Context: an optimization exercise on an open-source flow, tuned for small area. The choices shown serve that exercise and are no tape-out recipe.
The RTL was checked by simulation tests, not by an equivalence proof against the original design.

==> module lock_ctrl, before the edit <==
module lock_ctrl(
    input wire clk,
    input wire rst,
    input wire set_password,
    input wire enter,
    input wire test,
    input wire f2,             
    input wire [1:0] d,        
    input wire [2:0] dig,      
    output wire idle,          
    output wire [6:0] segs,    
    output reg  gled0,
    output reg  gled1,
    output reg  rled0,
    output reg  rled1,
    output reg  rled2
);
localparam S0 = 3'd7, S1 = 3'd4, S2 = 3'd5, S3 = 3'd0, S4 = 3'd1, S5 = 3'd3, S6 = 3'd6, IDLE = 3'd2;
reg [2:0] cur;
reg [2:0] nxt;
assign idle = (cur == IDLE);
reg [1:0] num7, num6, num5;
always @(posedge clk) begin
    if (rst || set_password || test) begin
        num7 <= 2'd0;
        num6 <= 2'd0;
        num5 <= 2'd0;
    end else if ((cur == S1 || cur == S3) && f2) begin
        if (num7 == 2'd0) num7 <= d;
        if (num7 != 2'd0 && num6 == 2'd0) num6 <= d;
        if (num6 != 2'd0 && num5 == 2'd0) num5 <= d;
    end
end
always @(posedge clk or posedge rst) begin
    if (rst)
        cur <= IDLE;
    else
        cur <= nxt;
end
always @(posedge clk) begin
    if (rst)
        nxt <= S0;
    else begin
        case (cur)
            S0: if (set_password) nxt <= S1;
            S1: if (enter) nxt <= S2;
            S2: if (test) nxt <= S3;
            S3: if (enter) nxt <= S4;
            S4: if (gled1) nxt <= S5;
                else if (rled2) nxt <= S6;
                else if (test) nxt <= S3;
            S5: if (set_password) nxt <= S1;
            default: ;
        endcase
    end
end
reg flag0, flagf;
always @(posedge clk) begin
    flag0 <= (cur == S0) || (cur == S2) || (cur == S4) || (cur == S5);
    case (cur)
        S0: begin flagf <= 1'b0; gled0 <= 1'b0; end
        S1: gled0 <= 1'b0;
        S2: gled0 <= 1'b1;
        S6: flagf <= 1'b1;
        default: ;
    endcase
end
reg [1:0] pw7, pw6, pw5;
reg [1:0] scur, snxt;      
reg [3:0] cnt;
wire cnt10 = (cnt == 4'd10);
wire fail = cnt10 && !(cur == S1) && !(cur == S3) && !(scur == 2'd2) && !rled2;
always @(posedge clk or posedge rst) begin
    if (rst) begin
        gled1 <= 1'b0;
        rled0 <= 1'b0;
        rled1 <= 1'b0;
        rled2 <= 1'b0;
    end else if (cur == S1) begin
        gled1 <= 1'b0;
        rled0 <= 1'b0;
        rled1 <= 1'b0;
        rled2 <= 1'b0;
    end else if (cur == S3) begin
    end else if (scur == 2'd2) begin
        gled1 <= 1'b1;
        rled0 <= 1'b0;
        rled1 <= 1'b0;
        rled2 <= 1'b0;
    end else if (fail) begin
        rled0 <= 1'b1;
        rled1 <= rled0;
        rled2 <= rled1;
    end
end
always @(posedge clk) begin
    if (rst || cur == S3)
        cnt <= 4'd0;
    else if ((cur == S4 && cnt < 4'd10) || fail)
        cnt <= cnt + 4'd1;
end
always @(posedge clk or posedge rst) begin
    if (rst) begin
        pw7 <= 2'd0;
        pw6 <= 2'd0;
        pw5 <= 2'd0;
    end else if (cur == S2 && !test) begin
        pw7 <= num7;
        pw6 <= num6;
        pw5 <= num5;
    end
end
always @(posedge clk or posedge rst) begin
    if (rst) scur <= 2'd0;
    else scur <= snxt;
end
always @(posedge clk) begin
    if (rst) begin
        snxt <= 2'd0;
    end else begin
        if (cur == S1 || cur == S3)
            snxt <= 2'd0;
        else if (cur == S4)
            case (scur)
                2'd0: if (num7 == pw7) snxt <= 2'd1;
                2'd1: if (num6 == pw6) snxt <= 2'd3;
                2'd3: if (num5 == pw5) snxt <= 2'd2;
                default: ;
            endcase
    end
end
reg [1:0] shown;
always @(*) begin
    if (dig == 3'd7)      shown = num7;
    else if (dig == 3'd6) shown = num6;
    else if (dig == 3'd5) shown = num5;
    else                  shown = 2'd0;
end
reg cc, cd, cf;
always @(posedge clk) begin
    if (flag0)
        {cc, cd, cf} <= 3'b000;
    else if (flagf)
        {cc, cd, cf} <= 3'b110;
    else
        case (shown)
            2'd0: {cc, cd, cf} <= 3'b111;
            2'd1: {cc, cd, cf} <= 3'b011;
            2'd2: {cc, cd, cf} <= 3'b101;
            default: {cc, cd, cf} <= 3'b001;
        endcase
end
wire ca = cd & cf;
wire cb = cc & cd;
wire ce = cf & (cd | ~cc);
wire cg = (cf & cd) | ~(cf | cc | cd);
assign segs = {cg, cf, ce, cd, cc, cb, ca};
endmodule
==> module top, before the edit <==
module top(
    input wire clk,
    input wire rst,
    input wire set_password,
    input wire enter,
    input wire test,
    input wire [3:0] row,
    output wire [3:0] col,
    output wire [7:0] led_en,
    output wire led_ca,
    output wire led_cb,
    output wire led_cc,
    output wire led_cd,
    output wire led_ce,
    output wire led_cf,
    output wire led_cg,
    output wire led_dp,
    output wire gled0,
    output wire gled1,
    output wire rled0,
    output wire rled1,
    output wire rled2
);
reg [2:0] c8;
reg [4:0] c25;
reg [2:0] r5;
reg [2:0] dig;
wire e8 = &c8;
wire f200 = e8 & c25[4] & c25[3];                   
wire cnt_end = f200 & r5[2];                        
always @(posedge clk) begin
    if (rst) begin
        c8  <= 3'd0;
        c25 <= 5'd0;
    end else begin
        c8 <= c8 + 3'd1;
        c25 <= (c25[4] & c25[3]) ? 5'd0 : c25 + 5'd1;
    end
end
always @(posedge clk or posedge rst) begin
    if (rst)
        dig <= 3'd0;
    else if (f200)
        dig <= dig + 3'd1;
end
always @(posedge clk) begin
    if (rst)
        r5 <= 3'd0;
    else if (f200)
        r5 <= r5[2] ? 3'd0 : r5 + 3'd1;
end
wire [1:0] q = dig[1:0] - r5[1:0];
assign led_en = ~(8'd1 << dig);
wire idle;
assign col = idle ? 4'b1111 : ~(4'd1 << q);
reg [3:0] kh, km, kt;
reg lap;
reg f1, f2;
wire [3:0] pe = ~row & ~(kh & {4{lap}});        
wire shift = cnt_end & (q != 2'd0);
wire fire = shift & pe[3] & ~pe[2] & ~pe[1] & ~pe[0];
always @(posedge clk) begin
    if (shift) begin
        kh <= km;
        km <= kt;
        kt <= ~row;
    end
end
always @(posedge clk) begin
    if (rst)
        lap <= 1'b0;
    else if (cnt_end && q == 2'd3)
        lap <= 1'b1;
end
always @(posedge clk) begin
    f1 <= fire & ~rst;
end
always @(posedge clk or posedge rst) begin
    if (rst) f2 <= 1'b0;
    else f2 <= f1;
end
wire [1:0] d = {q[1], ~q[0]};
wire [6:0] segs;
lock_ctrl u_ctrl(
    .clk(clk), .rst(rst),
    .set_password(set_password), .enter(enter), .test(test),
    .f2(f2), .d(d), .dig(dig),
    .idle(idle), .segs(segs),
    .gled0(gled0), .gled1(gled1), .rled0(rled0), .rled1(rled1), .rled2(rled2)
);
assign {led_cg, led_cf, led_ce, led_cd, led_cc, led_cb, led_ca} = segs;
assign led_dp = 1'b1;
endmodule
export LEC_CHECK = 0
export CAP_MARGIN = 20
export CORE_MARGIN = 2
export CORE_UTILIZATION = 40
export SLEW_MARGIN = 20
create_clock -name core_clock -period 10.0 [get_ports {clk}]
standard.sh (not shown) runs the stock make flow with config.mk's settings and CLKGATE_MAP_FILE= SYNTH_SCRIPT=/design/flow/synth_recipe.tcl, a recipe that flattens the netlist after the stock synthesis.
==> flow/flow/run.sh <==
#!/bin/bash
# Own layout flow: the standard flow (standard.sh) with
#  - synthesis as standard (same script, same registers), except that the
#    combinational logic is not pre-mapped to half/full adder cells
#    (extract_fa skipped) and is mapped by an area-oriented ABC script
#    (flow/area.abc) instead of the speed script,
#  - buf_1 cells as the port buffers,
#  - a clock tree of clkbuf_4 cells without dummy loads.
# Each tool's output goes to its log under orfs/logs; make's output to make_finish.log.
set -euo pipefail
W=$(pwd)
cat > "$W/own_synth.tcl" <<EOF2
proc abc {args} {
  set i [lsearch -exact \$args -script]
  lset args [expr {\$i + 1}] $W/flow/area.abc
  set j [lsearch -exact \$args -D]
  if {\$j >= 0} { lset args [expr {\$j + 1}] 100000 }
  yosys abc {*}\$args
}
proc extract_fa {args} { puts "own flow: extract_fa skipped" }
source $W/synth_recipe.tcl
EOF2
bash standard.sh \
  SYNTH_SCRIPT="$W/own_synth.tcl" \
  BUFFER_PORTS_ARGS="-buffer_cell sky130_fd_sc_hd__buf_1" \
  CTS_ARGS="-sink_clustering_enable -repair_clock_nets -dont_use_dummy_load -buf_list sky130_fd_sc_hd__clkbuf_4" \
  finish > make_finish.log 2>&1
==> flow/flow/area.abc <==
strash
balance -l
resub -K 6 -l
rewrite -l
resub -K 6 -N 2 -l
refactor -l
resub -K 8 -l
balance -l
resub -K 8 -N 2 -l
rewrite -l
resub -K 10 -l
rewrite -z -l
resub -K 10 -N 2 -l
balance -l
resub -K 12 -l
refactor -z -l
resub -K 12 -N 2 -l
rewrite -z -l
balance -l
balance -l
resub -K 6 -l
rewrite -l
resub -K 6 -N 2 -l
refactor -l
resub -K 8 -l
balance -l
resub -K 8 -N 2 -l
rewrite -l
resub -K 10 -l
rewrite -z -l
resub -K 10 -N 2 -l
balance -l
resub -K 12 -l
refactor -z -l
resub -K 12 -N 2 -l
rewrite -z -l
balance -l
&get -n
&dch -f
&nf -R 1000
&put
balance -l
resub -K 6 -l
rewrite -l
resub -K 6 -N 2 -l
refactor -l
resub -K 8 -l
balance -l
resub -K 8 -N 2 -l
rewrite -l
resub -K 10 -l
rewrite -z -l
resub -K 10 -N 2 -l
balance -l
resub -K 12 -l
refactor -z -l
resub -K 12 -N 2 -l
rewrite -z -l
balance -l
balance -l
resub -K 6 -l
rewrite -l
resub -K 6 -N 2 -l
refactor -l
resub -K 8 -l
balance -l
resub -K 8 -N 2 -l
rewrite -l
resub -K 10 -l
rewrite -z -l
resub -K 10 -N 2 -l
balance -l
resub -K 12 -l
refactor -z -l
resub -K 12 -N 2 -l
rewrite -z -l
balance -l
&get -n
&dch -f
&nf -R 1000
&put
&get -n
&dch -f
&nf -R 1000
&put
==> next run, changes <==
--- a/flow/design.v
+++ b/flow/design.v
@@ -14,33 +14,33 @@
     output reg  gled1,
     output reg  rled0,
     output reg  rled1,
     output reg  rled2
 );
-localparam S0 = 3'd7, S1 = 3'd4, S2 = 3'd5, S3 = 3'd0, S4 = 3'd1, S5 = 3'd3, S6 = 3'd6, IDLE = 3'd2;
+localparam S0 = 3'd4, S1 = 3'd2, S2 = 3'd3, S3 = 3'd5, S4 = 3'd7, S5 = 3'd1, S6 = 3'd0, IDLE = 3'd6;
 reg [2:0] cur;
 reg [2:0] nxt;
 assign idle = (cur == IDLE);
 reg [1:0] num7, num6, num5;
 always @(posedge clk) begin
     if (rst || set_password || test) begin
         num7 <= 2'd0;
         num6 <= 2'd0;
         num5 <= 2'd0;
     end else if ((cur == S1 || cur == S3) && f2) begin
-        if (num7 == 2'd0) num7 <= d;
-        if (num7 != 2'd0 && num6 == 2'd0) num6 <= d;
-        if (num6 != 2'd0 && num5 == 2'd0) num5 <= d;
+        if (num7 == 2'd0)      num7 <= d;
+        else if (num6 == 2'd0) num6 <= d;
+        else if (num5 == 2'd0) num5 <= d;
     end
 end
 always @(posedge clk or posedge rst) begin
     if (rst)
         cur <= IDLE;
     else
         cur <= nxt;
 end
-always @(posedge clk) begin
+always @(posedge clk or posedge rst) begin
     if (rst)
         nxt <= S0;
     else begin
         case (cur)
             S0: if (set_password) nxt <= S1;
@@ -135,28 +135,28 @@
     if (dig == 3'd7)      shown = num7;
     else if (dig == 3'd6) shown = num6;
     else if (dig == 3'd5) shown = num5;
     else                  shown = 2'd0;
 end
-reg cc, cd, cf;
+reg cc, cd, ce;
 always @(posedge clk) begin
     if (flag0)
-        {cc, cd, cf} <= 3'b000;
+        {cc, cd, ce} <= 3'b000;
     else if (flagf)
-        {cc, cd, cf} <= 3'b110;
+        {cc, cd, ce} <= 3'b110;
     else
         case (shown)
-            2'd0: {cc, cd, cf} <= 3'b111;
-            2'd1: {cc, cd, cf} <= 3'b011;
-            2'd2: {cc, cd, cf} <= 3'b101;
-            default: {cc, cd, cf} <= 3'b001;
+            2'd0: {cc, cd, ce} <= 3'b111;
+            2'd1: {cc, cd, ce} <= 3'b011;
+            2'd2: {cc, cd, ce} <= 3'b100;
+            default: {cc, cd, ce} <= 3'b001;
         endcase
 end
-wire ca = cd & cf;
+wire ca = cd & ce;
 wire cb = cc & cd;
-wire ce = cf & (cd | ~cc);
-wire cg = (cf & cd) | ~(cf | cc | cd);
+wire cf = (cc ^ cd) | ce;
+wire cg = ~(cd ^ ce) & ~(cc & ~cd);
 assign segs = {cg, cf, ce, cd, cc, cb, ca};
 endmodule
 `timescale 1ns / 1ps
 module top(
     input wire clk,
@@ -196,20 +196,17 @@
         c8 <= c8 + 3'd1;
         c25 <= (c25[4] & c25[3]) ? 5'd0 : c25 + 5'd1;
     end
 end
 always @(posedge clk or posedge rst) begin
-    if (rst)
-        dig <= 3'd0;
-    else if (f200)
+    if (rst) begin
+        r5   <= 3'd0;
+        dig  <= 3'd0;
+    end else if (f200) begin
         dig <= dig + 3'd1;
-end
-always @(posedge clk) begin
-    if (rst)
-        r5 <= 3'd0;
-    else if (f200)
-        r5 <= r5[2] ? 3'd0 : r5 + 3'd1;
+        r5  <= r5[2] ? 3'd0 : r5 + 3'd1;
+    end
 end
 wire [1:0] q = dig[1:0] - r5[1:0];
 assign led_en = ~(8'd1 << dig);
 wire idle;
 assign col = idle ? 4'b1111 : ~(4'd1 << q);
Result: The changed run completed without violations; register-to-register slack degrades by 220 ps; worst setup slack gets worse by 37 ps; wire length rose by 4.7%; utilization grows by 0.51 points; hold slack gains 3.6 ps.

==> re-timing with driven ports <==
How much do the figures lean on ideal ports? The routed layouts below were timed once more, with nothing changed but the port constraints. Step 1, drivers: a clkbuf_16 drives clk and a buf_2 each remaining input, both assumed. Step 2 times the ports against the registers' clock, not the clock port: input delays grow and output delays shrink by t, the midpoint of the rising clock arrivals with the driver on. Three values: no drivers, after step 1, after step 2; two values: the first two.
run | shift t [ns] | setup WS [ns] | latest minus earliest clock arrival (ns) | worst register clock-pin slew, ns
the first run | 0.403 | 6.024 / 5.997 / 6.152 | 0.033 / 0.033 | 0.11 / 0.11
the second run | 0.411 | 5.987 / 5.963 / 6.374 | 0.031 / 0.032 | 0.11 / 0.11
After both steps every run listed still meets setup and hold.
